From an optimization exercise on the open Yosys and OpenROAD flow, aimed at small area, a short achievable clock period and few clock cycles; shortcuts taken in it are not production practice. In this exercise RTL edits were held to simulation tests only and were not proved equivalent to the original. The clock input has no modelled driver; a real chip could not lean on it and would need a root buffer or a full tree. Power is estimated from default activity; no workload was simulated.

// linear_layer_with_mem
module linear_layer_with_mem #(
    parameter DATA_WIDTH    = 8,
    parameter W_WIDTH       = 8,
    parameter ACC_WIDTH     = 32,
    parameter ADDR_WIDTH    = 8,
    parameter DATABUS_WIDTH = 32,
    parameter N = 8,
    parameter M = 8
)(
    input  wire clk,
    input  wire rst,
    input  wire start,
    input  wire [ADDR_WIDTH-1:0] activ_base,
    input  wire [ADDR_WIDTH-1:0] weight_base,
    input  wire [ADDR_WIDTH-1:0] bias_base,
    input  wire [ADDR_WIDTH-1:0] output_base,
    output reg mem_w,
    output reg mem_sel,
    output reg done,
    output reg out_valid,
    output wire [ADDR_WIDTH-1:0]    address_bus,
    input  wire [DATABUS_WIDTH-1:0] data_bus_in,
    output wire [DATABUS_WIDTH-1:0] data_bus_out,
    input  wire                     ready
);
    localparam PH_IDLE = 3'b100, PH_ACT = 3'b000, PH_BIAS = 3'b001,
               PH_WGT = 3'b010, PH_OUT = 3'b011, PH_DONE = 3'b111;
    reg [2:0] phase;
    reg [2:0] i, j;        
    reg [3:0] st;          
    wire      busy = |st;
    reg       rdy_q, rdy_qq, rdy_q3;   
    reg [7:0]  act [0:7];
    reg [8:0]  wq;         
    reg [15:0] bl;         
    reg        pneg;       
    wire       psgn = bl[15];   
    reg [31:0] r;
    reg [7:0]  address;
    assign address_bus  = address;
    assign data_bus_out = r;
    wire xfer = mem_sel & ready;
    wire [2:0] trip = wq[2:0];
    wire [7:0] a = act[0];
    wire s_neg = trip[2] & ~(trip[1] & trip[0]);
    wire s_one = trip[1] ^ trip[0];
    wire s_two = (trip[2] & ~trip[1] & ~trip[0]) | (~trip[2] & trip[1] & trip[0]);
    wire [9:0] ppx = (({10{s_one}} & {{2{a[7]}}, a}) |
                      ({10{s_two}} & {a[7], a, 1'b0})) ^ {10{s_neg}};
    reg  [15:0] bsh;
    always @* begin
        bsh = ({16{st[0]}} & {{6{ppx[9]}}, ppx}) |
              ({16{st[1]}} & {{4{ppx[9]}}, ppx, {2{s_neg}}}) |
              ({16{st[2]}} & {{2{ppx[9]}}, ppx, {4{s_neg}}}) |
              ({16{st[3]}} & {ppx, {6{s_neg}}});
    end
    wire [15:0] bl_n   = busy ? bsh : 16'd0;
    wire        pneg_n = busy & s_neg;
    wire [15:0] lsum;
    wire        c16;
  ...
Size in the first run: about 790 cells after synthesis, ~110 I/O pins, about 7000 um^2 of cells after synthesis.
clock: 11.0 ns
lec_check: 0
abc_area: 1
cap_margin: 20
core_margin: 2
core_utilization: 65
slew_margin: 20
standard.sh (not shown) runs the stock make flow with config.mk's settings and CLKGATE_MAP_FILE= SYNTH_SCRIPT=/design/flow/synth_recipe.tcl, a recipe that flattens the netlist after the stock synthesis.
==> flow/flow/run.sh <==
#!/bin/bash
# Own layout flow: the standard ORFS flow (standard.sh; the synthesis is
# the standard one, run first on its own), with
#  - the make settings listed in flow/knobs.txt (one per line, @WORK@ stands
#    for the work folder): small port buffers and timing repair aimed past the
#    clock period;
#  - the clock tree built by flow/mycts.tcl instead of TritonCTS: the clock
#    port drives a few root cells, each driving some of the leaf cells, each
#    leaf driving the flip-flops of one region; every flip-flop has the same
#    cells on its clock path (two inverters: the clock keeps its polarity).
#    Only that call in a copy of ORFS's cts.tcl is changed.
# Each tool's full output goes to its ORFS log under orfs/logs/; make's own
# output goes to flow_make_*.log in the work folder.
set -euo pipefail
args=()
while IFS= read -r line; do
  [[ -z "$line" || "$line" == \#* ]] && continue
  args+=("${line//@WORK@/$PWD}")
done < flow/knobs.txt
bash standard.sh "${args[@]}" synth > flow_make_synth.log 2>&1
rm -rf myscripts
cp -r "$FLOW_HOME/scripts" myscripts
python3 - <<'PY'
p = 'myscripts/cts.tcl'
s = open(p).read()
old = 'log_cmd clock_tree_synthesis {*}$cts_args'
assert s.count(old) == 1
s = s.replace(old, 'source $::env(MYCTS_TCL)\nmy_cts_auto')
open(p, 'w').write(s)
PY
bash standard.sh "${args[@]}" "SCRIPTS_DIR=$PWD/myscripts" "MYCTS_TCL=$PWD/flow/mycts.tcl" finish > flow_make_finish.log 2>&1
# every port keeps its own buffer
FINAL_ODB=orfs/results/$FLOW_PLATFORM/linear_layer_with_mem/base/6_final.odb openroad -no_init -exit flow/check_ports.tcl > flow_check_ports.log 2>&1
==> flow/flow/knobs.txt <==
BUFFER_PORTS_ARGS=-buffer_cell sky130_fd_sc_hd__buf_1
SETUP_SLACK_MARGIN=8.12
SKIP_BUFFER_REMOVAL=1
MYCTS_NR=4
MYCTS_NL=8
MYCTS_ROOT=sky130_fd_sc_hd__clkinv_8
MYCTS_LEAF=sky130_fd_sc_hd__clkinv_8
Other scripts of this flow, unchanged in this note and not shown: flow/flow/check_ports.tcl, flow/flow/mycts.tcl
Testbench counts at the start, summed over its fixed seeds: cycles 85,824.
Next try:
--- a/flow/flow/knobs.txt
+++ b/flow/flow/knobs.txt
@@ -2 +2 @@
-SETUP_SLACK_MARGIN=8.12
+SETUP_SLACK_MARGIN=8.05
Outcome:
- sequential power hardly moves
- worst setup slack loses 0.043 ns
- cell count is about the same
- global-route usage stays the same
- combinational power barely changes
- clock skew stays flat
- power stays flat
No run of this note takes its clock network from TritonCTS; it comes from the design's own scripts or RTL.

========
linear_layer_with_mem, a different RTL version from the one above (not shown whole).
For scale: roughly 780 cells after synthesis, roughly 150 flip-flops, roughly 110 I/O pins, about 7000 um^2 of cells after synthesis.
clock: 11.0 ns
lec_check: 0
abc_area: 1
cap_margin: 20
core_margin: 2
core_utilization: 65
gpl_routability_driven: 0
slew_margin: 20
==> flow/flow/knobs.txt <==
BUFFER_PORTS_ARGS=-buffer_cell sky130_fd_sc_hd__buf_1
SETUP_SLACK_MARGIN=8.08
SKIP_BUFFER_REMOVAL=1
MYCTS_NR=4
MYCTS_NL=8
MYCTS_ROOT=sky130_fd_sc_hd__clkinv_8
MYCTS_LEAF=sky130_fd_sc_hd__clkinv_8
Scripts as last shown in full above: flow/flow/run.sh
Other scripts of this flow, unchanged in this note and not shown: flow/flow/check_ports.tcl, flow/flow/mycts.tcl
The first run finished with timing, DRC and antenna clean.
Testbench counts at the start, summed over its fixed seeds: cycles 85,824.
==> next run, changes <==
--- a/flow/flow/knobs.txt
+++ b/flow/flow/knobs.txt
@@ -2 +2 @@
-SETUP_SLACK_MARGIN=8.08
+SETUP_SLACK_MARGIN=8.15
@@ -7,0 +8,3 @@
+POST_GLOBAL_PLACE_TCL=@WORK@/flow/post_gpl.tcl
+OUTBUF_CELL=sky130_fd_sc_hd__buf_2
+OUTFF_DRIVE=2
==> flow/flow/post_gpl.tcl (new file) <==
# Resize the output ports' buffers (inserted by buffer_ports) to OUTBUF_CELL
# and, with OUTFF_DRIVE set, the flip-flops driving them to that drive
# strength (same cell type).
set block [ord::get_db_block]
set nb 0
set nf 0
foreach bt [$block getBTerms] {
  if {[$bt getIoType] ne "OUTPUT"} { continue }
  foreach it [[$bt getNet] getITerms] {
    set inst [$it getInst]
    if {![string match "*buf*" [[$inst getMaster] getName]]} { continue }
    if {[info exists ::env(OUTBUF_CELL)]} {
      replace_cell [get_cells [$inst getName]] $::env(OUTBUF_CELL)
      incr nb
    }
    if {[info exists ::env(OUTFF_DRIVE)]} {
      set in [$inst findITerm A]
      foreach d [[$in getNet] getITerms] {
        if {![$d isOutputSignal]} { continue }
        set dm [[$d getInst] getMaster]
        if {![$dm isSequential]} { continue }
        set nm [regsub {_[0-9]+$} [$dm getName] "_$::env(OUTFF_DRIVE)"]
        if {$nm ne [$dm getName]} {
          replace_cell [get_cells [[$d getInst] getName]] $nm
          incr nf
        }
      }
    }
  }
}
puts "post_gpl: $nb output buffers resized, $nf flip-flops resized"
Settings changed: GPL_ROUTABILITY_DRIVEN 0 to default.
The changed run finished with timing, DRC and antenna clean.
Wire length increases slightly.
Worst hold slack stays flat.
Flip-flop and latch count is unchanged.
Clock skew rose by 0.0097 ns.
Cell count goes up slightly.
Fmax decreases slightly.
Die area stays the same.
In every run of this note, the design's own scripts or RTL, not TritonCTS, make the clock network.

==> afterwards: timing with drivers on the ports <==
In the flow no input, the clock included, has a driving cell. The finished layouts below were timed again as built, in two steps. Step 1 assumes that a clkbuf_16 drives the clock port and a buf_2 every other input. Step 2, shift: input delay + t, output delay - t, t = (earliest + latest rising clock arrival at the registers) / 2. This alone moves slack from input paths to output paths. a / b / c = no drivers / after step 1 / after step 2; a / b = the first two.
| run | shift t [ns] | setup WS [ns] | hold slack, ns | worst setup path at the end | worst register clock-pin slew, ns |
|---|---|---|---|---|---|
| the first run of note 1 | 0.277 | 8.116 / 7.999 / 7.960 | 0.399 / 0.400 / 0.400 | input to register | 0.07 / 0.08 |
| the second run of note 1 | 0.277 | 8.073 / 7.929 / 7.957 | 0.401 / 0.402 / 0.402 | input to register | 0.07 / 0.08 |
| the first run of note 2 | 0.274 | 8.109 / 7.976 / 8.143 | 0.400 / 0.400 / 0.400 | input to register | 0.08 / 0.08 |
| the second run of note 2 | 0.279 | 8.086 / 7.955 / 8.139 | 0.400 / 0.401 / 0.401 | input to register | 0.08 / 0.08 |
After both steps setup and hold are still met in every run listed. The setup slack of the first run of note 1, which loses most, moves by -0.117 ns with the drivers and by -0.156 ns with both steps.
